This is an optimization exercise on Yosys and OpenROAD, whose aim is small area, not a production implementation.
Function was checked by simulation only, so behaviour that the tests miss may differ from the original.

==> flow/design.v <==
module diff_network (
		     input wire [6:0]   i,
		     output wire [6:0]  o,
		     input wire [6:0]   k
		     );
   wire p = i[0] ^ i[1] ^ i[2] ^ i[3] ^ i[4] ^ i[5] ^ i[6];
   assign o[0] = k[0] ^ p ^ i[0];
   assign o[1] = k[1] ^ p ^ i[1];
   assign o[2] = k[2] ^ p ^ i[2];
   assign o[3] = k[3] ^ p ^ i[3];
   assign o[4] = k[4] ^ p ^ i[4];
   assign o[5] = k[5] ^ p ^ i[5];
   assign o[6] = k[6] ^ p;
endmodule  
module shuffle_network (
			input wire clk,
			input wire din,
			input wire sel,
			input wire advance,
			input wire init_iv,
			output wire dout
			);
   reg 				    a, b;
   always @(posedge clk) begin
      if( init_iv ) begin
	 a <= 1'b0;
	 b <= 1'b1;
      end else if( advance ) begin
	 a <= sel ? din : b;
	 b <= sel ? a : din;
      end
   end
   assign dout = sel ? b : a;
endmodule  
module hdcp_lfsr(
		   input wire    clk,
		   input wire [55:0]  iv,               
		   input  wire   init_iv,          
		   input  wire   advance,          
		   output wire   onebit            
		   );
   reg [12:0] 			 lfsr0;
   reg [13:0] 			 lfsr1;
   reg [15:0] 			 lfsr2;
   reg [16:0] 			 lfsr3;
   always @(posedge clk) begin
      if( init_iv ) begin
	 lfsr0[12:0] <= {~iv[6],iv[11:0]};
	 lfsr1[13:0] <= {~iv[18],iv[24:12]};
	 lfsr2[15:0] <= {~iv[32],iv[39:25]};
	 lfsr3[16:0] <= {~iv[47],iv[55:40]};
      end else if( advance ) begin
	 lfsr0 <= {lfsr0[11:0], lfsr0[4] ^ lfsr0[8] ^ lfsr0[10] ^ lfsr0[12]};
	 lfsr1 <= {lfsr1[12:0], lfsr1[3] ^ lfsr1[5] ^ lfsr1[6] ^ lfsr1[9] ^ lfsr1[10] ^ lfsr1[13]};
	 lfsr2 <= {lfsr2[14:0], lfsr2[4] ^ lfsr2[6] ^ lfsr2[7] ^ lfsr2[11] ^ lfsr2[14] ^ lfsr2[15]};
	 lfsr3 <= {lfsr3[15:0], lfsr3[4] ^ lfsr3[10] ^ lfsr3[14] ^ lfsr3[16]};
      end
   end
   wire [3:0] sh_dout;
   shuffle_network sh0 ( .clk(clk),
			 .din(lfsr0[3] ^ lfsr1[4] ^ lfsr2[5] ^ lfsr3[5]),
			 .sel(lfsr0[7]),
			 .advance(advance),
			 .init_iv(init_iv),
			 .dout(sh_dout[0])
			 );
   shuffle_network sh1 ( .clk(clk),
			 .din(sh_dout[0]),
			 .sel(lfsr1[8]),
			 .advance(advance),
			 .init_iv(init_iv),
			 .dout(sh_dout[1])
			 );
   shuffle_network sh2 ( .clk(clk),
			 .din(sh_dout[1]),
			 .sel(lfsr2[9]),
			 .advance(advance),
			 .init_iv(init_iv),
			 .dout(sh_dout[2])
			 );
   shuffle_network sh3 ( .clk(clk),
			 .din(sh_dout[2]),
			 .sel(lfsr3[11]),
			 .advance(advance),
			 .init_iv(init_iv),
			 .dout(sh_dout[3])
			 );
   assign onebit = sh_dout[3] ^ lfsr0[12] ^ lfsr1[13] ^ lfsr2[15] ^ lfsr3[16];
endmodule  
module hdcp_block (
		   input wire clk,
		   input wire load,          
		   input wire load56,        
		   input wire [63:0] bsrc,
		   input wire [55:0] ksrc,
		   output wire [55:0] Bo,    
		   output wire [55:0] Kcur,  
		   input wire rekey,
		   input wire lfsr_in,
		   output wire [23:0] ostream,
		   input wire advance
		   );
   reg [27:0] 		      Bx;
   reg [27:0]		      By;
   reg [27:0] 		      Bz;
   wire [27:0] 		      o_Bx;
   wire [27:0]		      o_By;
   wire [27:0] 		      o_Bz;
   reg [27:0] 		      Kx;
   reg [27:0] 		      Ky;
   reg [27:0] 		      Kz;
   wire [27:0] 		      o_Kx;
   wire [27:0] 		      o_Ky;
   wire 		      o_Ky13;  
   wire [27:0] 		      o_Kz;
   reg 			      st;      
   reg 			      rk_d;    
   reg 			      lf_d;    
   wire [23:0] 		      ostream_r;
   wire [3:0] 		      SK0_in;
   wire [3:0] 		      SK1_in;
   wire [3:0] 		      SK2_in;
   wire [3:0] 		      SK3_in;
   wire [3:0] 		      SK4_in;
   wire [3:0] 		      SK5_in;
   wire [3:0] 		      SK6_in;
   wire [3:0] 		      SK0;
   wire [3:0] 		      SK1;
   wire [3:0] 		      SK2;
   wire [3:0] 		      SK3;
   wire [3:0] 		      SK4;
   wire [3:0] 		      SK5;
   wire [3:0] 		      SK6;
   wire [3:0] 		      SB0_in;
   wire [3:0] 		      SB1_in;
   wire [3:0] 		      SB2_in;
   wire [3:0] 		      SB3_in;
   wire [3:0] 		      SB4_in;
   wire [3:0] 		      SB5_in;
   wire [3:0] 		      SB6_in;
   wire [3:0] 		      SB0;
   wire [3:0] 		      SB1;
   wire [3:0] 		      SB2;
   wire [3:0] 		      SB3;
   wire [3:0] 		      SB4;
   wire [3:0] 		      SB5;
   wire [3:0] 		      SB6;
   assign Bo = {o_By[27:0],o_Bx[27:0]};
   assign Kcur = {Ky[27:0],Kx[27:0]};
   assign ostream = ostream_r;
   always @(posedge clk) begin
      if( load ) begin
	 Bz <= {19'b0,1'b0,bsrc[63:56]};  
	 By <= bsrc[55:28];
	 Bx <= bsrc[27:0];
	 if( load56 ) begin
	    Kz <= 28'b0;
	    Ky <= ksrc[55:28];
	    Kx <= ksrc[27:0];
	 end else begin
	    Kz <= o_Bz;
	    Ky <= o_By;
	    Kx <= o_Bx;
	 end
	 st <= 1'b0;
      end else if( advance ) begin
	 if( st ) begin
	    Bx <= o_Bx;
	    By <= o_By;
	    Bz <= o_Bz;
	    Kx <= o_Kx;
	    Ky <= o_Ky;
	    Kz <= o_Kz;
	 end
	 st <= 1'b1;
	 rk_d <= rekey;
	 lf_d <= lfsr_in;
      end
   end
   diff_network bround1 ( .o({o_Bx[24],o_Bx[20],o_Bx[16],o_Bx[12],o_Bx[8],o_Bx[4],o_Bx[0]}),
			  .k({Ky[6],Ky[5],Ky[4],Ky[3],Ky[2],Ky[1],Ky[0]}),
			  .i({Bz[6],Bz[5],Bz[4],Bz[3],Bz[2],Bz[1],Bz[0]}) );
   diff_network bround2 ( .o({o_By[24],o_By[20],o_By[16],o_By[12],o_By[8],o_By[4],o_By[0]}),
			  .k({1'b0,1'b0,1'b0,1'b0,1'b0,1'b0,1'b0}),
			  .i({By[12],By[2],By[1],By[0],Bz[9],Bz[8],Bz[7]}) );
   diff_network bround3 ( .o({o_By[25],o_By[21],o_By[17],o_By[13],o_By[9],o_By[5],o_By[1]}),
			  .k({1'b0,1'b0,1'b0,1'b0,1'b0,1'b0,1'b0}),
			  .i({By[13],By[5],By[4],By[3],Bz[12],Bz[11],Bz[10]}) );
   diff_network bround4 ( .o({o_By[26],o_By[22],o_By[18],o_By[14],o_By[10],o_By[6],o_By[2]}),
			  .k({1'b0,1'b0,1'b0,1'b0,1'b0,1'b0,1'b0}),
			  .i({By[14],By[8],By[7],By[6],Bz[15],Bz[14],Bz[13]}) );
   diff_network bround5 ( .o({o_By[27],o_By[23],o_By[19],o_By[15],o_By[11],o_By[7],o_By[3]}),
			  .k({1'b0,1'b0,1'b0,1'b0,1'b0,1'b0,1'b0}),
			  .i({By[15],By[11],By[10],By[9],Bz[18],Bz[17],Bz[16]}) );
   diff_network bround6 ( .o({o_Bx[25],o_Bx[21],o_Bx[17],o_Bx[13],o_Bx[9],o_Bx[5],o_Bx[1]}),
			  .k({Ky[13],Ky[12],Ky[11],Ky[10],Ky[9],Ky[8],Ky[7]}),
			  .i({Bz[21],Bz[20],Bz[19],By[19],By[18],By[17],By[16]}) );
   diff_network bround7 ( .o({o_Bx[26],o_Bx[22],o_Bx[18],o_Bx[14],o_Bx[10],o_Bx[6],o_Bx[2]}),
			  .k({Ky[20],Ky[19],Ky[18],Ky[17],Ky[16],Ky[15],Ky[14]}),
			  .i({Bz[24],Bz[23],Bz[22],By[23],By[22],By[21],By[20]}) );
   diff_network bround8 ( .o({o_Bx[27],o_Bx[23],o_Bx[19],o_Bx[15],o_Bx[11],o_Bx[7],o_Bx[3]}),
			  .k({Ky[27],Ky[26],Ky[25],Ky[24],Ky[23],Ky[22],Ky[21]}),
			  .i({Bz[27],Bz[26],Bz[25],By[27],By[26],By[25],By[24]}) );
   diff_network kround1 ( .o({o_Kx[24],o_Kx[20],o_Kx[16],o_Kx[12],o_Kx[8],o_Kx[4],o_Kx[0]}),
			  .i({Kz[6],Kz[5],Kz[4],Kz[3],Kz[2],Kz[1],Kz[0]}),
			  .k(7'b0) );
   diff_network kround2 ( .o({o_Ky[24],o_Ky[20],o_Ky[16],o_Ky[12],o_Ky[8],o_Ky[4],o_Ky[0]}),
			  .i({Ky[12],Ky[2],Ky[1],Ky[0],Kz[9],Kz[8],Kz[7]}),
			  .k(7'b0) );
   diff_network kround3 ( .o({o_Ky[25],o_Ky[21],o_Ky[17],o_Ky13,o_Ky[9],o_Ky[5],o_Ky[1]}),
			  .i({Ky[13],Ky[5],Ky[4],Ky[3],Kz[12],Kz[11],Kz[10]}),
			  .k(7'b0) );
   assign o_Ky[13] = rk_d ? lf_d : o_Ky13;
   diff_network kround4 ( .o({o_Ky[26],o_Ky[22],o_Ky[18],o_Ky[14],o_Ky[10],o_Ky[6],o_Ky[2]}),
			  .i({Ky[14],Ky[8],Ky[7],Ky[6],Kz[15],Kz[14],Kz[13]}),
			  .k(7'b0) );
   diff_network kround5 ( .o({o_Ky[27],o_Ky[23],o_Ky[19],o_Ky[15],o_Ky[11],o_Ky[7],o_Ky[3]}),
			  .i({Ky[15],Ky[11],Ky[10],Ky[9],Kz[18],Kz[17],Kz[16]}),
			  .k(7'b0) );
   diff_network kround6 ( .o({o_Kx[25],o_Kx[21],o_Kx[17],o_Kx[13],o_Kx[9],o_Kx[5],o_Kx[1]}),
			  .i({Kz[21],Kz[20],Kz[19],Ky[19],Ky[18],Ky[17],Ky[16]}),
			  .k(7'b0) );
   diff_network kround7 ( .o({o_Kx[26],o_Kx[22],o_Kx[18],o_Kx[14],o_Kx[10],o_Kx[6],o_Kx[2]}),
			  .i({Kz[24],Kz[23],Kz[22],Ky[23],Ky[22],Ky[21],Ky[20]}),
			  .k(7'b0) );
   diff_network kround8 ( .o({o_Kx[27],o_Kx[23],o_Kx[19],o_Kx[15],o_Kx[11],o_Kx[7],o_Kx[3]}),
			  .i({Kz[27],Kz[26],Kz[25],Ky[27],Ky[26],Ky[25],Ky[24]}),
			  .k(7'b0) );
   function [3:0] sbox(input [63:0] table_, input [3:0] n);
      sbox = table_[n*4 +: 4];
   endfunction
   assign SK0 = sbox(64'hda742fb16c0395e8, SK0_in);
   assign SK1 = sbox(64'h2ed7c90a5b38f461, SK1_in);
   assign SK2 = sbox(64'h593a0ec1f24768bd, SK2_in);
   assign SK3 = sbox(64'h65a9184fd23c7be0, SK3_in);
   assign SK4 = sbox(64'h2d9053a641eb8f7c, SK4_in);
   assign SK5 = sbox(64'h9a6df05be43827c1, SK5_in);
   assign SK6 = sbox(64'h845f2b9cd3e0167a, SK6_in);
   assign SB0 = sbox(64'ha1f87e426d5b039c, SB0_in);
   assign SB1 = sbox(64'h0cf6794adb251e83, SB1_in);
   assign SB2 = sbox(64'h598206fc3edba147, SB2_in);
   assign SB3 = sbox(64'hd0798be52fca4136, SB3_in);
   assign SB4 = sbox(64'he0db7a852914cf63, SB4_in);
   assign SB5 = sbox(64'h09da3f417c2586eb, SB5_in);
   assign SB6 = sbox(64'ha30ef86d9c5247b1, SB6_in);
   assign SB0_in[0] = Bx[0];
   assign SB0_in[1] = Bx[7];
   assign SB0_in[2] = Bx[14];
   assign SB0_in[3] = Bx[21];
   assign SK0_in[0] = Kx[0];
   assign SK0_in[1] = Kx[7];
   assign SK0_in[2] = Kx[14];
   assign SK0_in[3] = Kx[21];
   assign o_Bz[0] = SB0[0];
   assign o_Bz[7] = SB0[1];
   assign o_Bz[14] = SB0[2];
   assign o_Bz[21] = SB0[3];
   assign o_Kz[0] = SK0[0];
   assign o_Kz[7] = SK0[1];
   assign o_Kz[14] = SK0[2];
   assign o_Kz[21] = SK0[3];
   assign SB1_in[0] = Bx[1];
   assign SB1_in[1] = Bx[8];
   assign SB1_in[2] = Bx[15];
   assign SB1_in[3] = Bx[22];
   assign SK1_in[0] = Kx[1];
   assign SK1_in[1] = Kx[8];
   assign SK1_in[2] = Kx[15];
   assign SK1_in[3] = Kx[22];
   assign o_Bz[1] = SB1[0];
   assign o_Bz[8] = SB1[1];
   assign o_Bz[15] = SB1[2];
   assign o_Bz[22] = SB1[3];
   assign o_Kz[1] = SK1[0];
   assign o_Kz[8] = SK1[1];
   assign o_Kz[15] = SK1[2];
   assign o_Kz[22] = SK1[3];
   assign SB2_in[0] = Bx[2];
   assign SB2_in[1] = Bx[9];
   assign SB2_in[2] = Bx[16];
   assign SB2_in[3] = Bx[23];
   assign SK2_in[0] = Kx[2];
   assign SK2_in[1] = Kx[9];
   assign SK2_in[2] = Kx[16];
   assign SK2_in[3] = Kx[23];
   assign o_Bz[2] = SB2[0];
   assign o_Bz[9] = SB2[1];
   assign o_Bz[16] = SB2[2];
   assign o_Bz[23] = SB2[3];
   assign o_Kz[2] = SK2[0];
   assign o_Kz[9] = SK2[1];
   assign o_Kz[16] = SK2[2];
   assign o_Kz[23] = SK2[3];
   assign SB3_in[0] = Bx[3];
   assign SB3_in[1] = Bx[10];
   assign SB3_in[2] = Bx[17];
   assign SB3_in[3] = Bx[24];
   assign SK3_in[0] = Kx[3];
   assign SK3_in[1] = Kx[10];
   assign SK3_in[2] = Kx[17];
   assign SK3_in[3] = Kx[24];
   assign o_Bz[3] = SB3[0];
   assign o_Bz[10] = SB3[1];
   assign o_Bz[17] = SB3[2];
   assign o_Bz[24] = SB3[3];
   assign o_Kz[3] = SK3[0];
   assign o_Kz[10] = SK3[1];
   assign o_Kz[17] = SK3[2];
   assign o_Kz[24] = SK3[3];
   assign SB4_in[0] = Bx[4];
   assign SB4_in[1] = Bx[11];
   assign SB4_in[2] = Bx[18];
   assign SB4_in[3] = Bx[25];
   assign SK4_in[0] = Kx[4];
   assign SK4_in[1] = Kx[11];
   assign SK4_in[2] = Kx[18];
   assign SK4_in[3] = Kx[25];
   assign o_Bz[4] = SB4[0];
   assign o_Bz[11] = SB4[1];
   assign o_Bz[18] = SB4[2];
   assign o_Bz[25] = SB4[3];
   assign o_Kz[4] = SK4[0];
   assign o_Kz[11] = SK4[1];
   assign o_Kz[18] = SK4[2];
   assign o_Kz[25] = SK4[3];
   assign SB5_in[0] = Bx[5];
   assign SB5_in[1] = Bx[12];
   assign SB5_in[2] = Bx[19];
   assign SB5_in[3] = Bx[26];
   assign SK5_in[0] = Kx[5];
   assign SK5_in[1] = Kx[12];
   assign SK5_in[2] = Kx[19];
   assign SK5_in[3] = Kx[26];
   assign o_Bz[5] = SB5[0];
   assign o_Bz[12] = SB5[1];
   assign o_Bz[19] = SB5[2];
   assign o_Bz[26] = SB5[3];
   assign o_Kz[5] = SK5[0];
   assign o_Kz[12] = SK5[1];
   assign o_Kz[19] = SK5[2];
   assign o_Kz[26] = SK5[3];
   assign SB6_in[0] = Bx[6];
   assign SB6_in[1] = Bx[13];
   assign SB6_in[2] = Bx[20];
   assign SB6_in[3] = Bx[27];
   assign SK6_in[0] = Kx[6];
   assign SK6_in[1] = Kx[13];
   assign SK6_in[2] = Kx[20];
   assign SK6_in[3] = Kx[27];
   assign o_Bz[6] = SB6[0];
   assign o_Bz[13] = SB6[1];
   assign o_Bz[20] = SB6[2];
   assign o_Bz[27] = SB6[3];
   assign o_Kz[6] = SK6[0];
   assign o_Kz[13] = SK6[1];
   assign o_Kz[20] = SK6[2];
   assign o_Kz[27] = SK6[3];
assign ostream_r[0] = (Bz[17] & Kz[3]) ^ (Bz[26] & Kz[6]) ^ (Bz[22] & Kz[0]) ^ (Bz[27] & Kz[9]) ^ (Bz[21] & Kz[4]) ^ (Bz[18] & Kz[22]) ^ (Bz[2] & Kz[5]) ^ By[5] ^ Ky[10];
assign ostream_r[1] = (Bz[5] & Kz[20]) ^ (Bz[20] & Kz[18]) ^ (Bz[15] & Kz[7]) ^ (Bz[24] & Kz[23]) ^ (Bz[2] & Kz[15]) ^ (Bz[25] & Kz[5]) ^ (Bz[0] & Kz[3]) ^ By[16] ^ Ky[25];
assign ostream_r[2] = (Bz[22] & Kz[7]) ^ (Bz[5] & Kz[19]) ^ (Bz[14] & Kz[2]) ^ (Bz[16] & Kz[10]) ^ (Bz[25] & Kz[22]) ^ (Bz[17] & Kz[4]) ^ (Bz[20] & Kz[13]) ^ By[11] ^ Ky[21];
assign ostream_r[3] = (Bz[19] & Kz[6]) ^ (Bz[3] & Kz[14]) ^ (Bz[15] & Kz[9]) ^ (Bz[11] & Kz[8]) ^ (Bz[21] & Kz[17]) ^ (Bz[16] & Kz[18]) ^ (Bz[27] & Kz[12]) ^ By[1] ^ Ky[24];
assign ostream_r[4] = (Bz[19] & Kz[25]) ^ (Bz[6] & Kz[6]) ^ (Bz[17] & Kz[5]) ^ (Bz[18] & Kz[2]) ^ (Bz[22] & Kz[10]) ^ (Bz[7] & Kz[15]) ^ (Bz[9] & Kz[21]) ^ By[12] ^ Ky[8];
assign ostream_r[5] = (Bz[3] & Kz[27]) ^ (Bz[7] & Kz[14]) ^ (Bz[4] & Kz[2]) ^ (Bz[8] & Kz[4]) ^ (Bz[16] & Kz[24]) ^ (Bz[6] & Kz[19]) ^ (Bz[5] & Kz[1]) ^ By[17] ^ Ky[12];
assign ostream_r[6] = (Bz[8] & Kz[17]) ^ (Bz[21] & Kz[26]) ^ (Bz[27] & Kz[4]) ^ (Bz[2] & Kz[16]) ^ (Bz[11] & Kz[27]) ^ (Bz[24] & Kz[7]) ^ (Bz[12] & Kz[22]) ^ By[3] ^ Ky[11];
assign ostream_r[7] = (Bz[9] & Kz[9]) ^ (Bz[5] & Kz[10]) ^ (Bz[7] & Kz[19]) ^ (Bz[4] & Kz[11]) ^ (Bz[8] & Kz[7]) ^ (Bz[13] & Kz[6]) ^ (Bz[3] & Kz[8]) ^ By[15] ^ Ky[23];
assign ostream_r[8] = (Bz[26] & Kz[13]) ^ (Bz[13] & Kz[12]) ^ (Bz[23] & Kz[18]) ^ (Bz[10] & Kz[24]) ^ (Bz[11] & Kz[15]) ^ (Bz[7] & Kz[23]) ^ (Bz[15] & Kz[7]) ^ By[19] ^ Ky[16];
assign ostream_r[9] = (Bz[1] & Kz[0]) ^ (Bz[0] & Kz[5]) ^ (Bz[19] & Kz[20]) ^ (Bz[11] & Kz[25]) ^ (Bz[13] & Kz[1]) ^ (Bz[16] & Kz[24]) ^ (Bz[24] & Kz[9]) ^ By[18] ^ Ky[27];
assign ostream_r[10] = (Bz[26] & Kz[14]) ^ (Bz[13] & Kz[23]) ^ (Bz[9] & Kz[27]) ^ (Bz[14] & Kz[25]) ^ (Bz[10] & Kz[17]) ^ (Bz[4] & Kz[19]) ^ (Bz[1] & Kz[1]) ^ By[2] ^ Ky[22];
assign ostream_r[11] = (Bz[21] & Kz[6]) ^ (Bz[15] & Kz[21]) ^ (Bz[5] & Kz[17]) ^ (Bz[3] & Kz[15]) ^ (Bz[13] & Kz[26]) ^ (Bz[25] & Kz[11]) ^ (Bz[16] & Kz[16]) ^ By[27] ^ Ky[7];
assign ostream_r[12] = (Bz[20] & Kz[11]) ^ (Bz[7] & Kz[22]) ^ (Bz[18] & Kz[20]) ^ (Bz[12] & Kz[0]) ^ (Bz[17] & Kz[26]) ^ (Bz[1] & Kz[23]) ^ (Bz[16] & Kz[17]) ^ By[0] ^ Ky[2];
assign ostream_r[13] = (Bz[14] & Kz[8]) ^ (Bz[23] & Kz[4]) ^ (Bz[1] & Kz[3]) ^ (Bz[12] & Kz[14]) ^ (Bz[24] & Kz[20]) ^ (Bz[6] & Kz[26]) ^ (Bz[18] & Kz[23]) ^ By[9] ^ Ky[15];
assign ostream_r[14] = (Bz[19] & Kz[19]) ^ (Bz[6] & Kz[0]) ^ (Bz[21] & Kz[18]) ^ (Bz[25] & Kz[2]) ^ (Bz[23] & Kz[13]) ^ (Bz[1] & Kz[8]) ^ (Bz[10] & Kz[24]) ^ By[8] ^ Ky[14];
assign ostream_r[15] = (Bz[3] & Kz[16]) ^ (Bz[0] & Kz[21]) ^ (Bz[27] & Kz[24]) ^ (Bz[23] & Kz[25]) ^ (Bz[19] & Kz[12]) ^ (Bz[8] & Kz[27]) ^ (Bz[4] & Kz[15]) ^ By[7] ^ Ky[18];
assign ostream_r[16] = (Bz[6] & Kz[3]) ^ (Bz[5] & Kz[5]) ^ (Bz[14] & Kz[8]) ^ (Bz[22] & Kz[25]) ^ (Bz[24] & Kz[7]) ^ (Bz[18] & Kz[27]) ^ (Bz[2] & Kz[2]) ^ By[21] ^ Ky[26];
assign ostream_r[17] = (Bz[3] & Kz[11]) ^ (Bz[4] & Kz[14]) ^ (Bz[2] & Kz[23]) ^ (Bz[6] & Kz[17]) ^ (Bz[22] & Kz[22]) ^ (Bz[14] & Kz[13]) ^ (Bz[12] & Kz[19]) ^ By[26] ^ Ky[4];
assign ostream_r[18] = (Bz[25] & Kz[1]) ^ (Bz[21] & Kz[16]) ^ (Bz[19] & Kz[14]) ^ (Bz[9] & Kz[11]) ^ (Bz[10] & Kz[12]) ^ (Bz[15] & Kz[6]) ^ (Bz[13] & Kz[10]) ^ By[22] ^ Ky[19];
assign ostream_r[19] = (Bz[23] & Kz[21]) ^ (Bz[11] & Kz[1]) ^ (Bz[10] & Kz[10]) ^ (Bz[20] & Kz[20]) ^ (Bz[1] & Kz[18]) ^ (Bz[12] & Kz[26]) ^ (Bz[14] & Kz[9]) ^ By[4] ^ Ky[13];
assign ostream_r[20] = (Bz[11] & Kz[20]) ^ (Bz[26] & Kz[21]) ^ (Bz[20] & Kz[9]) ^ (Bz[17] & Kz[25]) ^ (Bz[8] & Kz[12]) ^ (Bz[23] & Kz[3]) ^ (Bz[0] & Kz[15]) ^ By[24] ^ Ky[0];
assign ostream_r[21] = (Bz[9] & Kz[18]) ^ (Bz[17] & Kz[12]) ^ (Bz[26] & Kz[21]) ^ (Bz[4] & Kz[27]) ^ (Bz[27] & Kz[1]) ^ (Bz[0] & Kz[16]) ^ (Bz[15] & Kz[24]) ^ By[6] ^ Ky[20];
assign ostream_r[22] = (Bz[22] & Kz[13]) ^ (Bz[12] & Kz[0]) ^ (Bz[2] & Kz[3]) ^ (Bz[10] & Kz[16]) ^ (Bz[7] & Kz[22]) ^ (Bz[20] & Kz[11]) ^ (Bz[25] & Kz[26]) ^ By[13] ^ Ky[9];
assign ostream_r[23] = (Bz[27] & Kz[2]) ^ (Bz[24] & Kz[0]) ^ (Bz[26] & Kz[13]) ^ (Bz[8] & Kz[5]) ^ (Bz[0] & Kz[4]) ^ (Bz[9] & Kz[8]) ^ (Bz[18] & Kz[10]) ^ By[23] ^ Ky[3];
endmodule  
module hdcp_cipher(
		   input wire    clk,
		   input         reset,
		   input [55:0]  Km,               
		   input [63:0]  An,               
		   input         hdcpBlockCipher_init,  
		   input         authentication,   
		   input         hdcpRekeyCipher,  
		   input         hdcpStreamCipher, 
		   output [23:0] pr_data,          
		   output reg    stream_ready      
		   );
   wire 			 lfsr_out;
   wire [23:0] 			 ostream;
   wire [55:0] 			 Bo;
   wire [55:0] 			 Kcur;
   reg 				 run;        
   reg 				 is_init;    
   reg [6:0] 			 cnt;
   reg 				 adv_s;      
   reg 				 auth_mode;
   reg [55:0] 			 Ks;
   reg 				 ks_v;       
   reg [63:0] 			 Mi;
   reg 				 mi_v;       
   wire start_init  = hdcpBlockCipher_init & ~run;
   wire start_rekey = hdcpRekeyCipher & ~hdcpBlockCipher_init & stream_ready & ~run;
   wire start = start_init | start_rekey;
   wire k_ge56 = cnt[6] | (cnt[5] & cnt[4] & cnt[3]);
   wire win_init = (cnt >= 7'd3) & (cnt <= 7'd50);
   wire win_rekey = k_ge56 & (cnt <= 7'd111);
   wire advance = adv_s | (run & (win_init | win_rekey));
   wire rekey = run & k_ge56;
   wire load = run & ((cnt == 7'd2) | (cnt == 7'd53));
   wire load56 = ~cnt[5];
   wire ks_we = run & auth_mode & (cnt == 7'd51);
   wire load_lfsr = run & (cnt == 7'd54);
   wire mi_sh = run & is_init & (cnt >= 7'd109) & (cnt <= 7'd112);
   wire fin = run & (is_init ? (cnt == 7'd113) : (cnt == 7'd111));
   wire ready_nx = run ? fin : (stream_ready & ~start_rekey);
   always @(posedge clk or posedge reset) begin
      if( reset ) begin
	 run <= 1'b0;
	 stream_ready <= 1'b0;
	 adv_s <= 1'b0;
	 ks_v <= 1'b0;
	 mi_v <= 1'b0;
      end else begin
	 if( start )
	   run <= 1'b1;
	 else if( fin )
	   run <= 1'b0;
	 stream_ready <= ready_nx;
	 adv_s <= hdcpStreamCipher & ready_nx;
	 if( ks_we )
	   ks_v <= 1'b1;
	 if( mi_sh )
	   mi_v <= 1'b1;
      end
   end
   always @(posedge clk) begin
      if( start ) begin
	 cnt <= start_init ? 7'd1 : 7'd56;
	 is_init <= start_init;
      end else
	cnt <= cnt + 7'd1;
      if( start_init )
	auth_mode <= authentication;
      if( ks_we )
	Ks <= Bo;
      if( mi_sh )
	Mi <= {Mi[47:0], ostream[15:0]};
   end
   hdcp_lfsr  lfsr( .clk(clk),
		    .iv(Kcur),
		    .init_iv(load_lfsr),
		    .advance(advance),
		    .onebit(lfsr_out));
   hdcp_block block( .clk(clk),
		     .load(load),
		     .load56(load56),
		     .bsrc(auth_mode ? An : (Mi & {64{mi_v}})),
		     .ksrc(auth_mode ? Km : (Ks & {56{ks_v}})),
		     .Bo(Bo),
		     .Kcur(Kcur),
		     .rekey(rekey),
		     .lfsr_in(lfsr_out),
		     .ostream(ostream),
		     .advance(advance));
   assign pr_data = ostream;
endmodule  
==> flow/flow/run.sh <==
#!/bin/bash
cp standard.sh standard_sh_copy.txt
export BUFFER_PORTS_ARGS="-buffer_cell sky130_fd_sc_hd__buf_1"
bash standard.sh > standard.log 2>&1
==> flow/standard.sh <==
#!/bin/bash
# synth_recipe.tcl (not shown) runs the flow's synth.tcl, then flattens the netlist and writes it again
# the make line also repeats each setting of config.mk as NAME=value (left out here)
make -C /OpenROAD-flow-scripts/flow DESIGN_CONFIG=/design/flow/config.mk WORK_HOME=/design/flow/orfs CLKGATE_MAP_FILE= SYNTH_SCRIPT=/design/flow/synth_recipe.tcl "${@:-finish}"
==> flow/config.mk <==
export PLATFORM = sky130hd
export DESIGN_NAME = hdcp_cipher
export DESIGN_NICKNAME = hdcp_cipher
export VERILOG_FILES = /design/flow/design.v
export SDC_FILE = /design/flow/constraint.sdc
export NUM_CORES = 4
export LEC_CHECK = 0
export CAP_MARGIN = 20
export CORE_MARGIN = 2
export CORE_UTILIZATION = 40
export SLEW_MARGIN = 20
==> flow/constraint.sdc <==
create_clock -name core_clock -period 4.0 [get_ports {clk}]
set_input_delay 0.8000 -clock core_clock [delete_from_list [all_inputs] [get_ports {clk}]]
set_output_delay 0.8000 -clock core_clock [all_outputs]
set_load 0.01 [all_outputs]
==> results of run 1 <==
-- cell families after synthesis --
family | after synthesis | synth area share [%]
simple gates | 634 | 11.1
xor+xnor | 447 | 18.0
buf+inv | 271 | 4.64
compound gates | 449 | 13.1
mux | 48 | 2.81
flops | 373 | 46.9
fa+ha+maj | 65 | 3.53
-- through the flow --
step	TNS, ps	utilization, %	cell area, um2
after floorplan	-12770	-	23200
after global placement	0	42.5	24400
after detailed placement	0	42.5	24400
after CTS	0	44.8	25700
after global routing	0	44.9	25800
final	0	44.9	25800
-- cells in the final DEF (no fill, tap or decap), types with 5 or more instances in the layout --
master / n
sky130_fd_sc_hd__clkinv_2: 9
sky130_fd_sc_hd__clkbuf_1: 9
sky130_fd_sc_hd__nand2b_1: 5
sky130_fd_sc_hd__mux2i_1: 31
sky130_fd_sc_hd__a31oi_1: 9
sky130_fd_sc_hd__dfrtp_1: 5
sky130_fd_sc_hd__nand3_1: 14
sky130_fd_sc_hd__buf_1: 150
sky130_fd_sc_hd__edfxtp_1: 332
sky130_fd_sc_hd__buf_12: 8
sky130_fd_sc_hd__a221oi_1: 110
sky130_fd_sc_hd__nand4_1: 5
sky130_fd_sc_hd__o31ai_1: 21
sky130_fd_sc_hd__inv_1: 74
sky130_fd_sc_hd__xnor2_1: 338
sky130_fd_sc_hd__o211ai_1: 13
sky130_fd_sc_hd__a21o_1: 7
sky130_fd_sc_hd__nor2_1: 170
sky130_fd_sc_hd__a211oi_1: 24
sky130_fd_sc_hd__a221o_1: 11
sky130_fd_sc_hd__xor2_1: 92
sky130_fd_sc_hd__nor2b_1: 6
sky130_fd_sc_hd__xnor3_1: 8
sky130_fd_sc_hd__a21oi_1: 120
sky130_fd_sc_hd__nor3_1: 23
sky130_fd_sc_hd__ha_1: 63
sky130_fd_sc_hd__clkbuf_16: 43
sky130_fd_sc_hd__o21ai_0: 90
sky130_fd_sc_hd__mux4_2: 13
sky130_fd_sc_hd__o22ai_1: 7
sky130_fd_sc_hd__buf_4: 35
sky130_fd_sc_hd__clkinv_1: 5
sky130_fd_sc_hd__nand2_1: 381
sky130_fd_sc_hd__bufinv_16: 6
sky130_fd_sc_hd__dfxtp_1: 33
-- layout make-up --
type | count | area, um2 | area share [%]
Tap cell | 765 | 957 | 3.72
Multi-Input combinational cell | 1643 | 11300 | 43.9
Timing Repair Buffer | 194 | 1010 | 3.94
Sequential cell | 373 | 10800 | 42.0
Clock buffer | 52 | 1110 | 4.31
Inverter | 77 | 292 | 1.13
Clock inverter | 22 | 260 | 1.01
-- worst max-delay path: cells and delay by family, from the launching register on --
kind	cells	cell delay (ps)
buffers and inverters	1	210
xor gates and xnor gates	3	890
and+or+nand+nor	1	140
DFF	1	900
-- state kept, by name (all words and copies together) (netlist names), 7 cells and up --
register    count
lfsr.lfsr0     13
block.Bz       28
lfsr.lfsr3     17
block.Ky       28
block.Kx       28
block.Bx       28
Ks             56
cnt             7
block.By       28
lfsr.lfsr2     16
block.Kz       28
lfsr.lfsr1     14
Mi             64
-- layer usage --
layer  vias up  share of wire (%)  track usage [%]
li1       8064                  -                -
met5         -                  0                0
met2       888                 44             41.6
met1      8811                 44             39.8
met4         0                4.0             10.3
met3       152                8.7             4.37
-- how the worst max path moves through the flow --
stage                                    from                       to  slack (ps)
finish              block.Bz[18]$_SDFFE_PP0P_               pr_data[0]         460
floorplan                   cnt[1]$_SDFF_PP0_    block.Bx[0]$_DFFE_PP_         -90
detailed placement          cnt[2]$_SDFF_PP0_  lfsr.lfsr3[4]$_DFFE_PP_         860
CTS                 block.Bz[18]$_SDFFE_PP0P_              pr_data[13]         480
global placement    block.Bz[18]$_SDFFE_PP0P_   block.Ky[15]$_DFFE_PP_         930
global route        block.Bz[18]$_SDFFE_PP0P_              pr_data[13]         400
==> flow_summary_export.csv, run 1 <==
group,metric,value,unit
status,status,"no timing/DRC/antenna violations",
placed_design,placement.io_buffers,150,
timing,worst_slew_margin_rel,25.9,%
placed_design,detailedPlace.worstSlack,861,ps
synth,ys.flop_type,"sky130_fd_sc_hd__edfxtp_1",
grt,grt_pass1_vias,16900,
detailed_routing,firstDrtPassIters,6,
grt,globalRouteOverflowTotal,0,
die,die_width,244,um
synth,ys.warnings.count,4,
grt,grtUsageTotal,27.6,%
clock_network,cts_resized,0,
timing,rsz0062_at_grt,"false",
synth,synth_cells,2287,
die,starting_density_of_the_core,40.2,%
clock_network,cts_tree,"built",
timing,finalSetupViolCount,0,
hold_path,hold_path.class,"in2async",
setup_path,cp-end-kind,"output pin",
cells_and_area,fill_cells,5440,
synth,synth_seq_cells,373,
setup_path,worst_path_most_repeated_cell,"sky130_fd_sc_hd__xnor2_1",
timing,period_needed,3540,ps
detailed_routing,antenna_violating_nets_post_route,0,
detailed_routing,remaining_drc_errors,0,
cells_and_area,final-instance-count-excl-fill,3126,
timing,post-route-period-util,88.4,%
cells_and_area,final_layout_size_suffix_gt1_share,6.69,%
flow_run,max_cap_viol_count,0,
synth,post-synth-top-area-fraction,43.2,%
synth,syn-cell-area,23100,um2
detailed_routing,via_density,5.73,
setup_path,path_class,"reg2out",
cells_and_area,antennaDiodeCount,0,
clock_network,ctsHtreeMaxLevel,2,
clock_network,clock_path_buffers,3,
setup_path,rr_endpoint,"block.Ky[15]$_DFFE_PP_",
timing,achievable-frequency,0.283,GHz
timing,worst_pin_slew,1100,ps
synth,async_set_or_reset_register_ratio_after_synthesis,1.34,%
die,design.portCount,151,
synth,synthesis.nets,2478,
timing,final-max-slew-violation-count,0,
cells_and_area,finalNetCount,2522,
setup_path,reg2reg_from,"block.Bz[18]$_SDFFE_PP0P_",
grt,grt_antenna_before_repair,1,
clock_network,clock_latency_late_sink,580,ps
setup_path,cpPeakStageDelay,900,ps
die,core,57400,um2
timing,setup_clock_skew_after_layout,21.7,ps
synth,most_frequently_used_cell_type_in_the_post_synthesis_netlist,"sky130_fd_sc_hd__nand2_1",
detailed_routing,dr.first_iter.drc_count,2117,
grt,wire_length_of_the_first_global_routing_pass,119,mm
synth,number_of_enable_flip_flop_cells_after_synthesis,332,
synth,synth.avg_cell_area,10.1,um2
timing,worst_slack,462,ps
synth,synth.lib_cells_used.distinct,70,
setup_path,critPathSlowestCell,"sky130_fd_sc_hd__dfxtp_1",
synth,sequential_to_total_area_share_from_yosys_stat,46.9,%
synth,post_synth_main_area_contributors,"sky130_fd_sc_hd__edfxtp_1, sky130_fd_sc_hd__xnor2_1, sky130_fd_sc_hd__nand2_1",
setup_path,worstSetupStartpointType,"flop",
setup_path,worst-endpoint-required,3200,ps
clock_network,cts.clk_slew.worst_paths,60,ps
setup_path,flop2flop_setup_slack,920,ps
clock_network,cts.hold.buffers_added,0,
synth,cell_type_with_the_largest_total_area_after_synthesis,"sky130_fd_sc_hd__edfxtp_1",
die,placement_rows,88,
synth,synth_common_cells,"sky130_fd_sc_hd__nand2_1, sky130_fd_sc_hd__xnor2_1, sky130_fd_sc_hd__edfxtp_1",
detailed_routing,detailed_route_wl,83.8,mm
clock_network,cts_inserted_buffers,42,
setup_path,worstPathMaxFanout,14,
detailed_routing,via_count,17900,
timing,final_report_hold_violation_count,0,
clock_network,clock_tree.root_cell,"sky130_fd_sc_hd__clkbuf_16",
clock_network,cts_num_sinks,373,
setup_path,reg2reg_depth,8,
grt,grt_max_degree,84,
placed_design,hpwlAfterDp,62.6,mm
setup_path,crit_path_cell_trace,"nand2_1, xor2_1, xnor2_1, xnor2_1, buf_1",
detailed_routing,route.detailed.wl_per_inst,26.8,um
cells_and_area,layout-area-overhead-vs-synth,11.7,%
placed_design,gpl.final_weighted_congestion,0.997,
die,die_h,244,um
placed_design,placed_cells,3051,
setup_path,arrival_time_of_data_at_the_critical_path_endpoint,2740,ps
clock_network,cts_setup_buffers,0,
timing,fin_hold_ws,124,ps
die,fp.dieArea,59600,um2
==> run 2, diff against run 1 <==
--- a/flow/config.mk
+++ b/flow/config.mk
@@ -8,4 +8,5 @@
 export CAP_MARGIN = 20
 export CORE_MARGIN = 2
 export CORE_UTILIZATION = 40
+export CTS_BUF_LIST = sky130_fd_sc_hd__clkbuf_8
 export SLEW_MARGIN = 20
==> run 2 against run 1 <==
Compared with the run above: sequential share of layout area is 0.23 points higher; global-route usage is 0.26 points higher; highest routed layer is now met5; still clean on timing, DRC and antenna; critical endpoint unchanged; synthesized cell count stayed put; setup slack worse by 130 ps; largest cell class unchanged; flip-flop and latch count stayed put; register-to-register slack worse by 40 ps; utilization is 0.25 points lower; via count is 1.3% higher; wire length is 0.85% higher; clock skew is 13 ps higher; cell count is 1.6% higher.
==> flow_summary_export.csv, run 2 <==
group,metric,value,unit
status,status,"no timing/DRC/antenna violations",
synth,ys.warnings.count,4,
setup_path,cp-end-kind,"output pin",
clock_network,cts_inserted_buffers,69,
detailed_routing,drt-met1-wl,36.6,mm
setup_path,critPathSlowestCell,"sky130_fd_sc_hd__dfxtp_1",
timing,period_needed,3670,ps
grt,globalRouteOverflowTotal,0,
clock_network,cts_tree,"built",
detailed_routing,dr.first_iter.drc_count,2263,
synth,ys.flop_type,"sky130_fd_sc_hd__edfxtp_1",
grt,grt_pass1_vias,17200,
clock_network,cts.clk_slew.worst_paths,60,ps
cells_and_area,final-instance-count-excl-fill,3175,
setup_path,worst_path_most_repeated_cell,"sky130_fd_sc_hd__xnor2_1",
detailed_routing,detailed_route_wl,84.5,mm
cells_and_area,final_area,25600,um2
detailed_routing,route.met2.wl,37.2,mm
grt,grt_antenna_before_repair,3,
placed_design,placed_area,24400,um2
cells_and_area,layout.cells.most_common_list,"sky130_fd_sc_hd__nand2_1, sky130_fd_sc_hd__xnor2_1, sky130_fd_sc_hd__edfxtp_1, sky130_fd_sc_hd__nor2_1, sky130_fd_sc_hd__buf_1",
die,starting_density_of_the_core,40.2,%
die,design.portCount,151,
synth,cell_type_with_the_largest_total_area_after_synthesis,"sky130_fd_sc_hd__edfxtp_1",
timing,worst_slack,334,ps
synth,sequential_to_total_area_share_from_yosys_stat,46.9,%
clock_network,clock_path_buffers,3,
cells_and_area,layout-area-overhead-vs-synth,11.1,%
placed_design,gpl.final_weighted_congestion,0.997,
timing,final_report_hold_violation_count,0,
synth,syn-cell-area,23100,um2
setup_path,worstPathMaxFanout,14,
timing,worst_pin_slew,1120,ps
placed_design,placement.io_buffers,150,
timing,final-max-slew-violation-count,0,
detailed_routing,maxUsedRoutingLayer,"met5",
grt,grtUsageTotal,27.8,%
timing,worst_slew_margin_rel,25.2,%
placed_design,detailedPlace.worstSlack,861,ps
cells_and_area,multi_input_area,11300,um2
synth,synth_cells,2287,
synth,number_of_enable_flip_flop_cells_after_synthesis,332,
detailed_routing,antenna_violating_nets_post_route,0,
cells_and_area,top_flop_regs,"Mi: 64 flops, Ks: 56 flops",
flow_run,max_cap_viol_count,0,
detailed_routing,firstDrtPassIters,5,
clock_network,clock_tree.root_cell,"sky130_fd_sc_hd__clkbuf_8",
synth,post_synth_main_area_contributors,"sky130_fd_sc_hd__edfxtp_1, sky130_fd_sc_hd__xnor2_1, sky130_fd_sc_hd__nand2_1",
detailed_routing,via_density,5.71,
die,die_width,244,um
timing,post-route-period-util,91.7,%
cells_and_area,final_layout_size_suffix_gt1_share,7.59,%
synth,synth.lib_cells_used.distinct,70,
setup_path,crit_path_cell_trace,"nand2_1, xor2_1, xnor2_1, xnor2_1, buf_1",
clock_network,ctsHtreeMaxLevel,3,
clock_network,cts_num_sinks,373,
die,core,57400,um2
cells_and_area,finalNetCount,2550,
setup_path,path_class,"reg2out",
placed_design,hpwlAfterDp,62.6,mm
die,placement_rows,88,
synth,most_frequently_used_cell_type_in_the_post_synthesis_netlist,"sky130_fd_sc_hd__nand2_1",
clock_network,cts_setup_buffers,0,
cells_and_area,largest_register_ff_count,64,
setup_path,critical-path-top-delay-family,"flip-flops",
synth,post-synth-top-area-fraction,43.2,%
synth,synth_seq_cells,373,
synth,async_set_or_reset_register_ratio_after_synthesis,1.34,%
cells_and_area,antennaDiodeCount,0,
timing,setup_clock_skew_after_layout,34.8,ps
timing,achievable-frequency,0.273,GHz
placed_design,placed_cells,3051,
detailed_routing,wl_met3,7.67,mm
timing,finalSetupViolCount,0,
setup_path,arrival_time_of_data_at_the_critical_path_endpoint,2870,ps
setup_path,cpPeakStageDelay,930,ps
grt,grt_max_degree,84,
detailed_routing,route.detailed.wl_per_inst,26.6,um
synth,synthesis.nets,2478,
die,die_h,244,um
setup_path,worstSetupStartpointType,"flop",
timing,rsz0062_at_grt,"false",
setup_path,critical_path_buf_inv_count,1,
synth,synth_common_cells,"sky130_fd_sc_hd__nand2_1, sky130_fd_sc_hd__xnor2_1, sky130_fd_sc_hd__edfxtp_1",
synth,synth.avg_cell_area,10.1,um2
cells_and_area,fill_cells,5485,
cells_and_area,top_register,"Mi",
detailed_routing,remaining_drc_errors,0,
timing,fin_hold_ws,325,ps
die,fp.dieArea,59600,um2
cells_and_area,seqCellArea,10800,um2
clock_network,clock_latency_late_sink,680,ps
detailed_routing,via_count,18100,
cells_and_area,final_common_cell,"sky130_fd_sc_hd__nand2_1",
clock_network,cts_resized,0,
grt,wire_length_of_the_first_global_routing_pass,120,mm
hold_path,hold_path.class,"in2reg",
setup_path,worst-endpoint-required,3200,ps
-- run 2: changes by cell type in the layout (fill, tap and decap cells not counted), sizes merged --
cell,previous run,this run
inv,78,103
clkinv,14,21
clkinvlp,1,2
clkbuf,52,73
bufinv,6,0
dlygate4sd3,0,1
-- run 2: final timing paths --
kind	from	to	slack (ps)	cells past startpoint
setup / recovery	block.Bz[18]$_SDFFE_PP0P_	pr_data[0]	330	5
hold / removal	authentication	auth_mode$_DFFE_PP_	330	1
setup reg to reg	block.Bz[18]$_SDFFE_PP0P_	block.Ky[15]$_DFFE_PP_	880	8
hold reg to reg	Mi[37]$_DFFE_PP_	Mi[53]$_DFFE_PP_	430	0
max in group asynchronous	reset	adv_s$_DFF_PP0_	3210	3
min in group asynchronous	reset	ks_v$_DFFE_PP0P_	590	3
-- run 2: through the flow --
step	setup TNS [ps]	util (%)
2_1_floorplan	-12770	-
3_3_place_gp	0	42.5
3_5_place_dp	0	42.5
4_1_cts	0	44.6
5_1_grt	0	44.6
6_report	0	44.6
-- run 2: worst register-to-register path, cell delays in order, from the launching register on --
cell                      delay, ps
sky130_fd_sc_hd__dfxtp_1        930
sky130_fd_sc_hd__xnor2_1        280
sky130_fd_sc_hd__xnor3_1        520
sky130_fd_sc_hd__xnor2_1        330
sky130_fd_sc_hd__inv_2          160
sky130_fd_sc_hd__xnor2_1        300
sky130_fd_sc_hd__a21oi_1        150
sky130_fd_sc_hd__nand2_1        120
sky130_fd_sc_hd__o21ai_1         60
-- run 2: metal layers --
layer  up-vias  track usage, %
met1      8874            39.4
met5         -               0
met2       984            42.3
met4         2            10.2
li1       8143               -
met3       141            5.32
-- run 2: what timing repair did --
action / CTS / global route
hold buffers: 1 / 0
hold endpoints to repair: 1 / 0
setup endpoints to repair: 0 / 0
-- run 2: cells by family (layout without fill, tap and decap cells) --
kind of cell    after synthesis  in the layout  synth area share, %
compound gates              449            449                 13.1
buf+inv                     271            394                 4.64
flops                       373            373                 46.9
simple gates                634            634                 11.1
fa+ha+maj                    65             65                 3.53
mux                          48             48                 2.81
xor+xnor                    447            447                 18.0
-- run 2: cell type report --
class	count	area share, %
multi-input cells	1643	44.1
flip-flops and latches	373	42.3
repair buffers	195	4.00
clock buffers	73	3.92
well taps	765	3.74
inverters	77	1.14
clock inverters	49	0.835
==> run 3, diff against run 2 <==
--- a/flow/config.mk
+++ b/flow/config.mk
@@ -8,5 +8,5 @@
 export CAP_MARGIN = 20
 export CORE_MARGIN = 2
 export CORE_UTILIZATION = 40
-export CTS_BUF_LIST = sky130_fd_sc_hd__clkbuf_8
+export CTS_BUF_LIST = sky130_fd_sc_hd__clkbuf_4
 export SLEW_MARGIN = 20
==> run 3 against run 2 <==
Compared with the run above: still clean on timing, DRC and antenna; flip-flop and latch count is the same; clock-buffer cell count increased by 72; critical path depth unchanged; area after synthesis did not move; clock skew is 18 ps higher.
==> flow_summary_export.csv, run 3 <==
group,metric,value,unit
synth,syn-cell-area,23100,um2
setup_path,flop2flop_setup_slack,870,ps
die,die_width,244,um
timing,period_needed,3880,ps
timing,fin_hold_ws,114,ps
setup_path,critPathSlowestCell,"sky130_fd_sc_hd__dfxtp_1",
detailed_routing,dr.first_iter.drc_count,2065,
grt,grtUsageTotal,28.0,%
synth,ys.flop_type,"sky130_fd_sc_hd__edfxtp_1",
synth,cell_type_with_the_largest_total_area_after_synthesis,"sky130_fd_sc_hd__edfxtp_1",
setup_path,worst-endpoint-required,3200,ps
synth,post-synth-top-area-fraction,43.2,%
cells_and_area,fill_cells,5500,
grt,wire_length_of_the_first_global_routing_pass,120,mm
synth,ys.warnings.count,4,
timing,worst_slew_margin_rel,23.8,%
clock_network,cts_inserted_buffers,100,
setup_path,arrival_time_of_data_at_the_critical_path_endpoint,3080,ps
detailed_routing,wl_met3,7.83,mm
cells_and_area,layout.cells.most_common_list,"sky130_fd_sc_hd__nand2_1, sky130_fd_sc_hd__xnor2_1, sky130_fd_sc_hd__edfxtp_1, sky130_fd_sc_hd__nor2_1, sky130_fd_sc_hd__buf_1",
flow_run,max_cap_viol_count,0,
cells_and_area,largest_register_ff_count,64,
placed_design,gpl.final_weighted_congestion,0.997,
timing,achievable-frequency,0.258,GHz
placed_design,hpwlAfterDp,62.6,mm
grt,grt_pass1_vias,17400,
synth,synth.avg_cell_area,10.1,um2
die,design.portCount,151,
die,fp.dieArea,59600,um2
setup_path,crit_path_cell_trace,"nand2_1, xnor2_1, xnor2_1, xnor2_1, buf_1",
cells_and_area,multi_input_area,11300,um2
clock_network,cts.clk_slew.worst_paths,70,ps
detailed_routing,route.detailed.wl_per_inst,26.2,um
cells_and_area,finalNetCount,2581,
detailed_routing,drt-met1-wl,36.5,mm
timing,setup_clock_skew_after_layout,52.4,ps
placed_design,placement.io_buffers,150,
status,status,"no timing/DRC/antenna violations",
detailed_routing,firstDrtPassIters,7,
synth,synth_seq_cells,373,
detailed_routing,maxUsedRoutingLayer,"met5",
hold_path,hold_path.class,"in2reg",
synth,synth_cells,2287,
timing,finalSetupViolCount,0,
setup_path,cpPeakStageDelay,930,ps
detailed_routing,antenna_violating_nets_post_route,0,
setup_path,worstSetupStartpointType,"flop",
die,core,57400,um2
detailed_routing,via_density,5.70,
cells_and_area,layout-area-overhead-vs-synth,11.7,%
cells_and_area,top_register,"Mi",
clock_network,cts_num_sinks,373,
setup_path,cp-end-kind,"output pin",
die,placement_rows,88,
grt,grt_antenna_before_repair,3,
die,die_h,244,um
detailed_routing,via_count,18400,
setup_path,worstPathMaxFanout,14,
setup_path,critical-path-top-delay-family,"flip-flops",
synth,synth_common_cells,"sky130_fd_sc_hd__nand2_1, sky130_fd_sc_hd__xnor2_1, sky130_fd_sc_hd__edfxtp_1",
synth,synth.lib_cells_used.distinct,70,
setup_path,worst_path_most_repeated_cell,"sky130_fd_sc_hd__xnor2_1",
timing,rsz0062_at_grt,"false",
clock_network,clock_path_buffers,3,
timing,final_report_hold_violation_count,0,
synth,post_synth_main_area_contributors,"sky130_fd_sc_hd__edfxtp_1, sky130_fd_sc_hd__xnor2_1, sky130_fd_sc_hd__nand2_1",
cells_and_area,final_common_cell,"sky130_fd_sc_hd__nand2_1",
grt,globalRouteOverflowTotal,0,
timing,fin_tns_setup,0,ps
synth,async_set_or_reset_register_ratio_after_synthesis,1.34,%
synth,number_of_enable_flip_flop_cells_after_synthesis,332,
clock_network,cts_tree,"built",
detailed_routing,detailed_route_wl,84.6,mm
synth,sequential_to_total_area_share_from_yosys_stat,46.9,%
cells_and_area,seqCellArea,10800,um2
setup_path,path_class,"reg2out",
clock_network,ctsHtreeMaxLevel,3,
clock_network,clock_latency_late_sink,880,ps
die,starting_density_of_the_core,40.2,%
timing,worst_pin_slew,1130,ps
detailed_routing,remaining_drc_errors,0,
setup_path,critical_path_buf_inv_count,1,
cells_and_area,final_layout_size_suffix_gt1_share,10.5,%
clock_network,cts_setup_buffers,0,
clock_network,cts.hold.buffers_added,1,
synth,most_frequently_used_cell_type_in_the_post_synthesis_netlist,"sky130_fd_sc_hd__nand2_1",
grt,grt_max_degree,84,
detailed_routing,route.met2.wl,37.2,mm
clock_network,cts_resized,0,
synth,synthesis.nets,2478,
timing,post-route-period-util,97.1,%
timing,final-max-slew-violation-count,0,
clock_network,clock_tree.root_cell,"sky130_fd_sc_hd__clkbuf_4",
cells_and_area,top_flop_regs,"Mi: 64 flops, Ks: 56 flops",
run 3: changes by cell type in the layout (fill, tap and decap cells not counted), sizes merged:
| cell | change |
|---|---|
| clkbuf | +72 |
| bufinv | +5 |
| inv | -24 |
| clkinvlp | -2 |
| clkinv | +5 |
| diode | +1 |
run 3: kinds of logic (layout without fill, tap and decap cells):
group	Yosys count	after routing	share of synthesized area, %
AO/OA/AOI/OAI	449	449	13.1
XOR/XNOR	447	447	18.0
adder cells (fa/ha/maj)	65	65	3.53
buffers and inverters	271	450	4.64
flip-flops	373	373	46.9
multiplexers	48	48	2.81
other	0	1	0
AND/OR/NAND/NOR	634	634	11.1
run 3: path summary, 6_finish.rpt:
kind                                           to  cells after the start                 startpoint
min in group asynchronous        mi_v$_DFFE_PP0P_                      3                      reset
min reg2reg                      Mi[30]$_DFFE_PP_                      0           Mi[14]$_DFFE_PP_
min                           auth_mode$_DFFE_PP_                      1             authentication
max reg2reg                block.Ky[15]$_DFFE_PP_                      8  block.Bz[18]$_SDFFE_PP0P_
max in group asynchronous         adv_s$_DFF_PP0_                      3                      reset
max                                   pr_data[13]                      5  block.Bz[18]$_SDFFE_PP0P_
run 3: layout make-up:
type                       count  area share, %
sequential                   373           42.0
timing repair buffer         195           3.97
antenna                        1        0.00972
clock buffer                 145           4.23
inverter                      77           1.13
clock inverter                33           1.05
tap                          765           3.72
multi-input combinational   1643           43.9
run 3: stage by stage:
stage	instances	setup WS [ps]	util (%)	instance area, um2
after floorplan	2287	-86.3	-	23200
after global placement	3051	934	42.5	24400
after detailed placement	3051	861	42.5	24400
after CTS	3230	157	44.8	25700
after global routing	3232	51.8	44.9	25800
final	3232	117	44.9	25800
run 3: routing by layer:
metal  up-vias  track usage [%]
met5         -                0
met4         2             11.2
met3       147             5.84
met2      1002             41.9
met1      9006             39.4
li1       8256                -
run 3: worst reg2reg max path, cell delays in order (launching register included):
cell	delay [ps]
sky130_fd_sc_hd__dfxtp_1	930
sky130_fd_sc_hd__xnor2_1	280
sky130_fd_sc_hd__xnor3_1	510
sky130_fd_sc_hd__xnor2_1	320
sky130_fd_sc_hd__inv_2	170
sky130_fd_sc_hd__xnor2_1	300
sky130_fd_sc_hd__a21oi_1	150
sky130_fd_sc_hd__nand2_1	130
sky130_fd_sc_hd__o21ai_1	70
==> run 4, diff against run 3 <==
--- a/flow/config.mk
+++ b/flow/config.mk
@@ -8,5 +8,7 @@
 export CAP_MARGIN = 20
 export CORE_MARGIN = 2
 export CORE_UTILIZATION = 40
-export CTS_BUF_LIST = sky130_fd_sc_hd__clkbuf_4
+export CTS_BUF_LIST = sky130_fd_sc_hd__clkbuf_8
+export CTS_CLUSTER_DIAMETER = 50
+export CTS_CLUSTER_SIZE = 14
 export SLEW_MARGIN = 20
==> run 4 against run 3 <==
Compared with the run above: setup slack gained 220 ps; clock skew grew 1.5 ps; register-to-register slack improved by 20 ps; sequential share of layout area grew 0.68 points; via count shrank 2.5%; final area shrank 1.6%; non-clock buffer count down 1; utilization shrank 0.72 points; wire length fell by 0.81%; global-route usage down 0.42 points; first-iteration DRC count is 13% higher.
==> flow_summary_export.csv, run 4 <==
group,metric,value,unit
setup_path,path_class,"reg2out",
grt,grt_pass1_vias,17000,
synth,synth_seq_cells,373,
placed_design,placement.io_buffers,150,
grt,grt_max_degree,84,
setup_path,worst_path_most_repeated_cell,"sky130_fd_sc_hd__xnor2_1",
detailed_routing,remaining_drc_errors,0,
synth,post_synth_and_or_nand_nor_area_fraction,11.1,%
flow_run,max_cap_viol_count,0,
detailed_routing,dr.first_iter.drc_count,2329,
cells_and_area,finalNetCount,2526,
synth,synth_cells,2287,
clock_network,clock_latency_late_sink,690,ps
placed_design,placed_cells,3051,
timing,worst_slack,333,ps
timing,setup_clock_skew_after_layout,53.8,ps
grt,grtUsageTotal,27.5,%
die,core,57400,um2
grt,wire_length_of_the_first_global_routing_pass,119,mm
synth,synth_common_cells,"sky130_fd_sc_hd__nand2_1, sky130_fd_sc_hd__xnor2_1, sky130_fd_sc_hd__edfxtp_1",
synth,synth.area.mux_share,2.81,%
cells_and_area,top_flop_regs,"Mi: 64 flops, Ks: 56 flops",
cells_and_area,layout.cells.most_common_list,"sky130_fd_sc_hd__nand2_1, sky130_fd_sc_hd__xnor2_1, sky130_fd_sc_hd__edfxtp_1, sky130_fd_sc_hd__nor2_1, sky130_fd_sc_hd__buf_1",
grt,grt_antenna_before_repair,1,
setup_path,critPathSlowestCell,"sky130_fd_sc_hd__dfxtp_1",
detailed_routing,detailed_route_wl,83.9,mm
detailed_routing,route.detailed.wl_per_inst,26.8,um
cells_and_area,largest_register_ff_count,64,
clock_network,cts.hold.buffers_added,0,
synth,synth.lib_cells_used.distinct,70,
timing,post-route-period-util,91.7,%
grt,globalRouteOverflowTotal,0,
timing,final_report_hold_violation_count,0,
cells_and_area,layout-area-overhead-vs-synth,9.90,%
setup_path,arrival_time_of_data_at_the_critical_path_endpoint,2870,ps
synth,post_synth_main_area_contributors,"sky130_fd_sc_hd__edfxtp_1, sky130_fd_sc_hd__xnor2_1, sky130_fd_sc_hd__nand2_1",
clock_network,cts_tree,"built",
synth,ys.flop_type,"sky130_fd_sc_hd__edfxtp_1",
synth,synth_adder_area_share,3.53,%
detailed_routing,firstDrtPassIters,6,
detailed_routing,via_count,17900,
clock_network,clock_path_buffers,3,
die,fp.dieArea,59600,um2
clock_network,clock_tree.root_cell,"sky130_fd_sc_hd__clkbuf_8",
synth,most_frequently_used_cell_type_in_the_post_synthesis_netlist,"sky130_fd_sc_hd__nand2_1",
timing,period_needed,3670,ps
cells_and_area,fill_cells,5504,
die,placement_rows,88,
synth,sequential_to_total_area_share_from_yosys_stat,46.9,%
synth,syn-cell-area,23100,um2
placed_design,gpl.final_weighted_congestion,0.997,
status,status,"no timing/DRC/antenna violations",
setup_path,worst-endpoint-required,3200,ps
clock_network,ctsHtreeMaxLevel,2,
clock_network,cts_resized,0,
cells_and_area,final_layout_size_suffix_gt1_share,7.34,%
synth,cell_type_with_the_largest_total_area_after_synthesis,"sky130_fd_sc_hd__edfxtp_1",
setup_path,worstSetupStartpointType,"flop",
clock_network,cts_inserted_buffers,46,
hold_path,hold_path.class,"in2async",
clock_network,cts_num_sinks,373,
synth,ys.warnings.count,4,
cells_and_area,top_register,"Mi",
setup_path,crit_path_cell_trace,"nand2_1, xor2_1, xnor2_1, xnor2_1, buf_1",
synth,synthesis.nets,2478,
placed_design,hpwlAfterDp,62.6,mm
timing,worst_pin_slew,1160,ps
timing,final-max-slew-violation-count,0,
timing,rsz0062_at_grt,"false",
timing,finalSetupViolCount,0,
timing,fin_hold_ws,31.1,ps
detailed_routing,antenna_violating_nets_post_route,0,
timing,achievable-frequency,0.273,GHz
die,die_width,244,um
clock_network,cts_setup_buffers,0,
synth,complex_gate_fraction_of_the_synthesized_area,13.1,%
clock_network,cts.clk_slew.worst_paths,90,ps
cells_and_area,final_common_cell,"sky130_fd_sc_hd__nand2_1",
timing,worst_slew_margin_rel,21.9,%
synth,synth.avg_cell_area,10.1,um2
placed_design,detailedPlace.worstSlack,861,ps
setup_path,cp-end-kind,"output pin",
detailed_routing,via_density,5.72,
synth,number_of_enable_flip_flop_cells_after_synthesis,332,
setup_path,worstPathMaxFanout,14,
setup_path,cpPeakStageDelay,920,ps
synth,post-synth-top-area-fraction,43.2,%
synth,largest_family_of_logic_cells_by_synthesized_area,"XOR/XNOR gates",
die,starting_density_of_the_core,40.2,%
synth,synth-xor-area-share,18.0,%
synth,async_set_or_reset_register_ratio_after_synthesis,1.34,%
cells_and_area,final-instance-count-excl-fill,3137,
die,design.portCount,151,
die,die_h,244,um
## run 4: worst paths after layout
check                                          to  slack, ps                       from  cells after the start
hold / removal                   mi_v$_DFFE_PP0P_         30                      reset                      2
hold reg to reg                  Mi[53]$_DFFE_PP_        460           Mi[37]$_DFFE_PP_                      0
max in group asynchronous         run$_DFFE_PP0P_       3770                      reset                      2
setup / recovery                       pr_data[0]        330  block.Bz[18]$_SDFFE_PP0P_                      5
min in group core_clock       auth_mode$_DFFE_PP_        330             authentication                      1
setup reg to reg           block.Ky[15]$_DFFE_PP_        890  block.Bz[18]$_SDFFE_PP0P_                      8
## run 4: cells by family after synthesis
kind of cell,after synthesis
fa+ha+maj,65
buf+inv,271
simple gates,634
flops,373
mux,48
xor+xnor,447
compound gates,449
## run 4: critical path: cells and delay by family (launching register included)
family        cells  cell delay [ps]
xor+xnor          3              900
buf+inv           1              210
flops             1              920
simple gates      1              140
## run 4: through the flow
stage | setup TNS [ps] | instance area (um2) | utilization, %
after floorplan | -12770 | 23200 | -
after global placement | 0 | 24400 | 42.5
after detailed placement | 0 | 24400 | 42.5
after CTS | 0 | 25300 | 44.1
after global routing | 0 | 25300 | 44.2
final | 0 | 25300 | 44.2
## run 4: area by class of cell
class                      count  area, um2  area share, %
timing repair buffer         194       1010           4.00
antenna                        1       2.50        0.00987
clock inverter                36        297           1.17
inverter                      77        292           1.15
multi-input combinational   1643      11300           44.6
clock buffer                  48        661           2.61
sequential                   373      10800           42.7
tap                          765        957           3.78
## run 4: layer usage
layer	share of wire (%)	global-route usage, %
met1	42	39.3
met5	0	0
met2	44	41.7
met4	3.8	9.95
met3	10	5.06

[port drivers added, routing unchanged]
No port has a modelled driver above. Below, the same layouts with a new extraction and two added sets of constraints. Step 1 assumes that a clkbuf_16 drives the clock port and a buf_2 every other input. Step 2 adds t to the input delays and takes it off the output delays; t is the mean of the earliest and latest rising clock arrival at the registers after step 1. Input paths then give back, and output paths get back, about the clock's delay inside the block. Slacks: no drivers / after step 1 / after step 2; pairs: no drivers / after step 1.
run	t (ns)	setup WS [ns]	hold WS [ns]	worst setup path at the end	slew at the worst register clock pin (ns)	pins driven straight from the clock port
run 1	0.629	0.462 / 0.402 / 0.917	0.124 / 0.083 / 0.452	register to register	0.07 / 0.07	1
run 2	0.721	0.334 / 0.274 / 0.881	0.325 / 0.287 / 0.434	register to register	0.07 / 0.07	1
run 3	0.916	0.117 / 0.059 / 0.875	0.114 / 0.078 / 0.438	register to register	0.08 / 0.08	1
run 4	0.716	0.333 / 0.275 / 0.894	0.031 / -0.008 / 0.458	register to register	0.10 / 0.10	1
After both steps setup and hold are still met in every run listed.
